What follows belongs to an exercise in optimizing a design on an open flow for small area; a production flow would make more cautious choices.
Power and IR drop assume default switching activity.

==> job 9216 <==
Design Multiplier32Bit, start of the top module:
module Multiplier32Bit (
	input[31:0] multiplicand,
	input[31:0] multiplier,
	input clk,
	input enable,
	input reset_n,
	output[31:0] aBus,
	output valid
);
Settings: LEC_CHECK=0, CAP_MARGIN=20, CORE_MARGIN=2, CORE_UTILIZATION=40, CTS_BUF_LIST=sky130_fd_sc_hd__clkbuf_8, SLEW_MARGIN=20, SYNTH_HIERARCHICAL=1, SYNTH_MINIMUM_KEEP_SIZE=0; clock period 10.0 ns.
standard.sh (not shown) runs the stock make flow with config.mk's settings and CLKGATE_MAP_FILE= SYNTH_SCRIPT=/design/flow/synth_recipe.tcl, a recipe that flattens the netlist after the stock synthesis.
==> flow/flow/run.sh <==
#!/bin/bash
export BUFFER_PORTS_ARGS="-buffer_cell sky130_fd_sc_hd__buf_1"
export CTS_ARGS="-sink_clustering_enable -repair_clock_nets -dont_use_dummy_load -buf_list sky130_fd_sc_hd__clkbuf_8"
export POST_FLOORPLAN_TCL="$PWD/flow/downsize.tcl"
bash standard.sh RECOVER_POWER=100 finish > standard.log 2>&1
==> flow/flow/downsize.tcl <==
# Sourced after floorplanning (POST_FLOORPLAN_TCL): set every logic cell to
# the smallest drive strength of its function. Placement-stage repair and
# timing repair size up again where timing or slew needs it.
set db [ord::get_db]
set n 0
foreach inst [[ord::get_db_block] getInsts] {
  set m [[$inst getMaster] getName]
  if {![regexp {^(sky130_fd_sc_hd__[a-z0-9]+)_([0-9]+)$} $m -> base drive]} { continue }
  if {[regexp {dfxtp|dfrtp|conb|tap|fill|decap|clkbuf|clkinv|clkdly|dly} $base]} { continue }
  foreach d {0 1 2} {
    if {$d >= $drive} { break }
    set cand "${base}_$d"
    if {[$db findMaster $cand] != "NULL" && [llength [get_lib_cells -quiet $cand]] > 0 && [lsearch $::env(DONT_USE_CELLS) $cand] < 0} {
      replace_cell [$inst getName] $cand
      incr n
      break
    }
  }
}
puts "downsize: $n cells set to their smallest drive strength"
==> job 9226 (differences from job 9216) <==
--- a/flow/design.v
+++ b/flow/design.v
@@ -392,55 +392,55 @@
 	full_adder ut_127 (.a(t_66), .b(t_65), .c(t_126), .s(t_127), .co(t_128));
 	full_adder ut_129 (.a(t_68), .b(t_67), .c(t_128), .s(t_129), .co(t_130));
 	half_adder ut_131 (.a(t_70), .b(t_69), .s(t_131), .co(t_132));
 	full_adder ut_133 (.a(t_72), .b(t_71), .c(t_132), .s(t_133), .co(t_134));
 	full_adder ut_135 (.a(t_74), .b(t_73), .c(t_134), .s(t_135), .co(t_136));
 	full_adder ut_137 (.a(t_76), .b(t_75), .c(t_136), .s(t_137), .co(t_138));
 	full_adder ut_139 (.a(t_78), .b(t_77), .c(t_138), .s(t_139), .co(t_140));
 	full_adder ut_141 (.a(t_80), .b(t_79), .c(t_140), .s(t_141), .co(t_142));
-	xor2 ut_143 (.a(t_131), .b(t_130), .y(t_143));
-	inc_cell ut_144 (.s(t_133), .t(t_131), .c(t_130), .y(t_144));
-	and2 ut_145 (.a(t_131), .b(t_133), .y(t_145));
-	inc_cell ut_146 (.s(t_135), .t(t_145), .c(t_130), .y(t_146));
-	and2 ut_147 (.a(t_145), .b(t_135), .y(t_147));
-	inc_cell ut_148 (.s(t_137), .t(t_147), .c(t_130), .y(t_148));
-	and2 ut_149 (.a(t_147), .b(t_137), .y(t_149));
-	inc_cell ut_150 (.s(t_139), .t(t_149), .c(t_130), .y(t_150));
-	and2 ut_151 (.a(t_149), .b(t_139), .y(t_151));
-	inc_cell ut_152 (.s(t_141), .t(t_151), .c(t_130), .y(t_152));
-	and2 ut_153 (.a(t_151), .b(t_141), .y(t_153));
-	ao21 ut_154 (.a1(t_153), .a2(t_130), .b(t_142), .y(t_154));
-	half_adder ut_155 (.a(t_82), .b(t_81), .s(t_155), .co(t_156));
-	full_adder ut_157 (.a(t_84), .b(t_83), .c(t_156), .s(t_157), .co(t_158));
-	full_adder ut_159 (.a(t_86), .b(t_85), .c(t_158), .s(t_159), .co(t_160));
-	full_adder ut_161 (.a(t_88), .b(t_87), .c(t_160), .s(t_161), .co(t_162));
-	full_adder ut_163 (.a(t_90), .b(t_89), .c(t_162), .s(t_163), .co(t_164));
-	full_adder ut_165 (.a(t_92), .b(t_91), .c(t_164), .s(t_165), .co(t_166));
-	full_adder ut_167 (.a(t_94), .b(t_93), .c(t_166), .s(t_167), .co(t_168));
-	full_adder ut_169 (.a(t_96), .b(t_95), .c(t_168), .s(t_169), .co(t_170));
-	full_adder ut_171 (.a(t_98), .b(t_97), .c(t_170), .s(t_171), .co(t_172));
-	xor2 ut_173 (.a(t_155), .b(t_154), .y(t_173));
-	inc_cell ut_174 (.s(t_157), .t(t_155), .c(t_154), .y(t_174));
-	and2 ut_175 (.a(t_155), .b(t_157), .y(t_175));
-	inc_cell ut_176 (.s(t_159), .t(t_175), .c(t_154), .y(t_176));
-	and2 ut_177 (.a(t_175), .b(t_159), .y(t_177));
-	inc_cell ut_178 (.s(t_161), .t(t_177), .c(t_154), .y(t_178));
-	and2 ut_179 (.a(t_177), .b(t_161), .y(t_179));
-	inc_cell ut_180 (.s(t_163), .t(t_179), .c(t_154), .y(t_180));
-	and2 ut_181 (.a(t_179), .b(t_163), .y(t_181));
-	inc_cell ut_182 (.s(t_165), .t(t_181), .c(t_154), .y(t_182));
-	and2 ut_183 (.a(t_181), .b(t_165), .y(t_183));
-	inc_cell ut_184 (.s(t_167), .t(t_183), .c(t_154), .y(t_184));
-	and2 ut_185 (.a(t_183), .b(t_167), .y(t_185));
-	inc_cell ut_186 (.s(t_169), .t(t_185), .c(t_154), .y(t_186));
-	and2 ut_187 (.a(t_185), .b(t_169), .y(t_187));
-	inc_cell ut_188 (.s(t_171), .t(t_187), .c(t_154), .y(t_188));
-	and2 ut_189 (.a(t_187), .b(t_171), .y(t_189));
-	ao21 ut_190 (.a1(t_189), .a2(t_154), .b(t_172), .y(t_190));
+	full_adder ut_143 (.a(t_82), .b(t_81), .c(t_142), .s(t_143), .co(t_144));
+	full_adder ut_145 (.a(t_84), .b(t_83), .c(t_144), .s(t_145), .co(t_146));
+	xor2 ut_147 (.a(t_131), .b(t_130), .y(t_147));
+	inc_cell ut_148 (.s(t_133), .t(t_131), .c(t_130), .y(t_148));
+	and2 ut_149 (.a(t_131), .b(t_133), .y(t_149));
+	inc_cell ut_150 (.s(t_135), .t(t_149), .c(t_130), .y(t_150));
+	and2 ut_151 (.a(t_149), .b(t_135), .y(t_151));
+	inc_cell ut_152 (.s(t_137), .t(t_151), .c(t_130), .y(t_152));
+	and2 ut_153 (.a(t_151), .b(t_137), .y(t_153));
+	inc_cell ut_154 (.s(t_139), .t(t_153), .c(t_130), .y(t_154));
+	and2 ut_155 (.a(t_153), .b(t_139), .y(t_155));
+	inc_cell ut_156 (.s(t_141), .t(t_155), .c(t_130), .y(t_156));
+	and2 ut_157 (.a(t_155), .b(t_141), .y(t_157));
+	inc_cell ut_158 (.s(t_143), .t(t_157), .c(t_130), .y(t_158));
+	and2 ut_159 (.a(t_157), .b(t_143), .y(t_159));
+	inc_cell ut_160 (.s(t_145), .t(t_159), .c(t_130), .y(t_160));
+	and2 ut_161 (.a(t_159), .b(t_145), .y(t_161));
+	ao21 ut_162 (.a1(t_161), .a2(t_130), .b(t_146), .y(t_162));
+	half_adder ut_163 (.a(t_86), .b(t_85), .s(t_163), .co(t_164));
+	full_adder ut_165 (.a(t_88), .b(t_87), .c(t_164), .s(t_165), .co(t_166));
+	full_adder ut_167 (.a(t_90), .b(t_89), .c(t_166), .s(t_167), .co(t_168));
+	full_adder ut_169 (.a(t_92), .b(t_91), .c(t_168), .s(t_169), .co(t_170));
+	full_adder ut_171 (.a(t_94), .b(t_93), .c(t_170), .s(t_171), .co(t_172));
+	xor2 ut_173 (.a(t_163), .b(t_162), .y(t_173));
+	inc_cell ut_174 (.s(t_165), .t(t_163), .c(t_162), .y(t_174));
+	and2 ut_175 (.a(t_163), .b(t_165), .y(t_175));
+	inc_cell ut_176 (.s(t_167), .t(t_175), .c(t_162), .y(t_176));
+	and2 ut_177 (.a(t_175), .b(t_167), .y(t_177));
+	inc_cell ut_178 (.s(t_169), .t(t_177), .c(t_162), .y(t_178));
+	and2 ut_179 (.a(t_177), .b(t_169), .y(t_179));
+	inc_cell ut_180 (.s(t_171), .t(t_179), .c(t_162), .y(t_180));
+	and2 ut_181 (.a(t_179), .b(t_171), .y(t_181));
+	ao21 ut_182 (.a1(t_181), .a2(t_162), .b(t_172), .y(t_182));
+	half_adder ut_183 (.a(t_96), .b(t_95), .s(t_183), .co(t_184));
+	full_adder ut_185 (.a(t_98), .b(t_97), .c(t_184), .s(t_185), .co(t_186));
+	xor2 ut_187 (.a(t_183), .b(t_182), .y(t_187));
+	inc_cell ut_188 (.s(t_185), .t(t_183), .c(t_182), .y(t_188));
+	and2 ut_189 (.a(t_183), .b(t_185), .y(t_189));
+	ao21 ut_190 (.a1(t_189), .a2(t_182), .b(t_186), .y(t_190));
 	half_adder ut_191 (.a(t_100), .b(t_99), .s(t_191), .co(t_192));
 	full_adder ut_193 (.a(t_102), .b(t_101), .c(t_192), .s(t_193), .co(t_194));
 	full_adder ut_195 (.a(t_104), .b(t_103), .c(t_194), .s(t_195), .co(t_196));
 	full_adder ut_197 (.a(t_106), .b(t_105), .c(t_196), .s(t_197), .co(t_198));
 	full_adder ut_199 (.a(t_108), .b(t_107), .c(t_198), .s(t_199), .co(t_200));
 	assign t_201 = t_110 ^ t_109 ^ t_200;
 	assign next[0] = r0[0];
 	assign next[1] = t_111;
@@ -448,30 +448,30 @@
 	assign next[3] = t_115;
 	assign next[4] = t_117;
 	assign next[5] = t_119;
 	assign next[6] = t_121;
 	assign next[7] = t_123;
 	assign next[8] = t_125;
 	assign next[9] = t_127;
 	assign next[10] = t_129;
-	assign next[11] = t_143;
-	assign next[12] = t_144;
-	assign next[13] = t_146;
-	assign next[14] = t_148;
-	assign next[15] = t_150;
-	assign next[16] = t_152;
-	assign next[17] = t_173;
-	assign next[18] = t_174;
-	assign next[19] = t_176;
-	assign next[20] = t_178;
-	assign next[21] = t_180;
-	assign next[22] = t_182;
-	assign next[23] = t_184;
-	assign next[24] = t_186;
+	assign next[11] = t_147;
+	assign next[12] = t_148;
+	assign next[13] = t_150;
+	assign next[14] = t_152;
+	assign next[15] = t_154;
+	assign next[16] = t_156;
+	assign next[17] = t_158;
+	assign next[18] = t_160;
+	assign next[19] = t_173;
+	assign next[20] = t_174;
+	assign next[21] = t_176;
+	assign next[22] = t_178;
+	assign next[23] = t_180;
+	assign next[24] = t_187;
 	assign next[25] = t_188;
 	assign next[26] = t_191;
 	assign next[27] = t_193;
 	assign next[28] = t_195;
 	assign next[29] = t_197;
 	assign next[30] = t_199;
 	assign next[31] = t_201;
 	assign pend_c = t_190;
==> notes <==
- Count of clock-buffer cells in the layout is the same in job 9226 and job 9216.
- Against job 9226, the non-clock buffer count of job 9216 is lower by 3.
- Job 9226 ran to the end with no violations. Job 9216 completed without violations.
- Between job 9226 and job 9216, the lower cell area is in job 9216 (gap about 0.26%, measured against job 9216).
- Between job 9226 and job 9216, the lower combinational power is in job 9216 (gap about 3%, measured against job 9216).
- In job 9216 the sequential power is smaller than in job 9226, by about 1%.
- In synthesized area, job 9216 and job 9226 hardly differ.
==> figures <==
	job 9216	job 9226
Routed wire length	14.0 mm	14.2 mm
Leakage power summed over all cells	2.04 nW	2.07 nW
Xor and xnor area share after synthesis	18.6%	18.6%
Syn Inst Count	501	500
Status	timing/DRC/antenna clean	timing/DRC/antenna clean
Number of search-and-repair iterations in the first detailed-routing pass	6	5
Maximum achievable frequency	107 MHz	106 MHz
Proportion of cell area occupied by registers	13.4%	13.4%
Die Wd	124 um	124 um
Sw Ratio	47.0%	47.5%
End-of-flow core utilization	41.9%	42.0%
Detailed router's first-iteration violation count	405	458
Die Outline Area	15,500 um2	15,400 um2
Function was not checked in any run of this note: the RTL went through the layout flow alone.

==> what the ideal ports hide <==
Ports are ideal in the flow. The routed layouts listed here were re-timed in OpenROAD. Step 1, drivers: a clkbuf_16 drives clk and a buf_2 each remaining input, both assumed. Step 2 times the ports against the registers' clock, not the clock port: input delays grow and output delays shrink by t, the midpoint of the rising clock arrivals with the driver on. Three values: no drivers, after step 1, after step 2; two values: the first two.
run | t (ns) | slack for setup (ns) | clock arrival spread, ns | worst register clock-pin slew, ns
job 9216 | 0.336 | 0.658 / 0.672 / 0.336 | 0.013 / 0.013 | 0.08 / 0.08
job 9226 | 0.334 | 0.589 / 0.598 / 0.264 | 0.018 / 0.019 | 0.09 / 0.09
After both steps every run listed still meets setup and hold. The setup slack of job 9226, which loses most, moves by +0.009 ns with the drivers and by -0.325 ns with both steps.
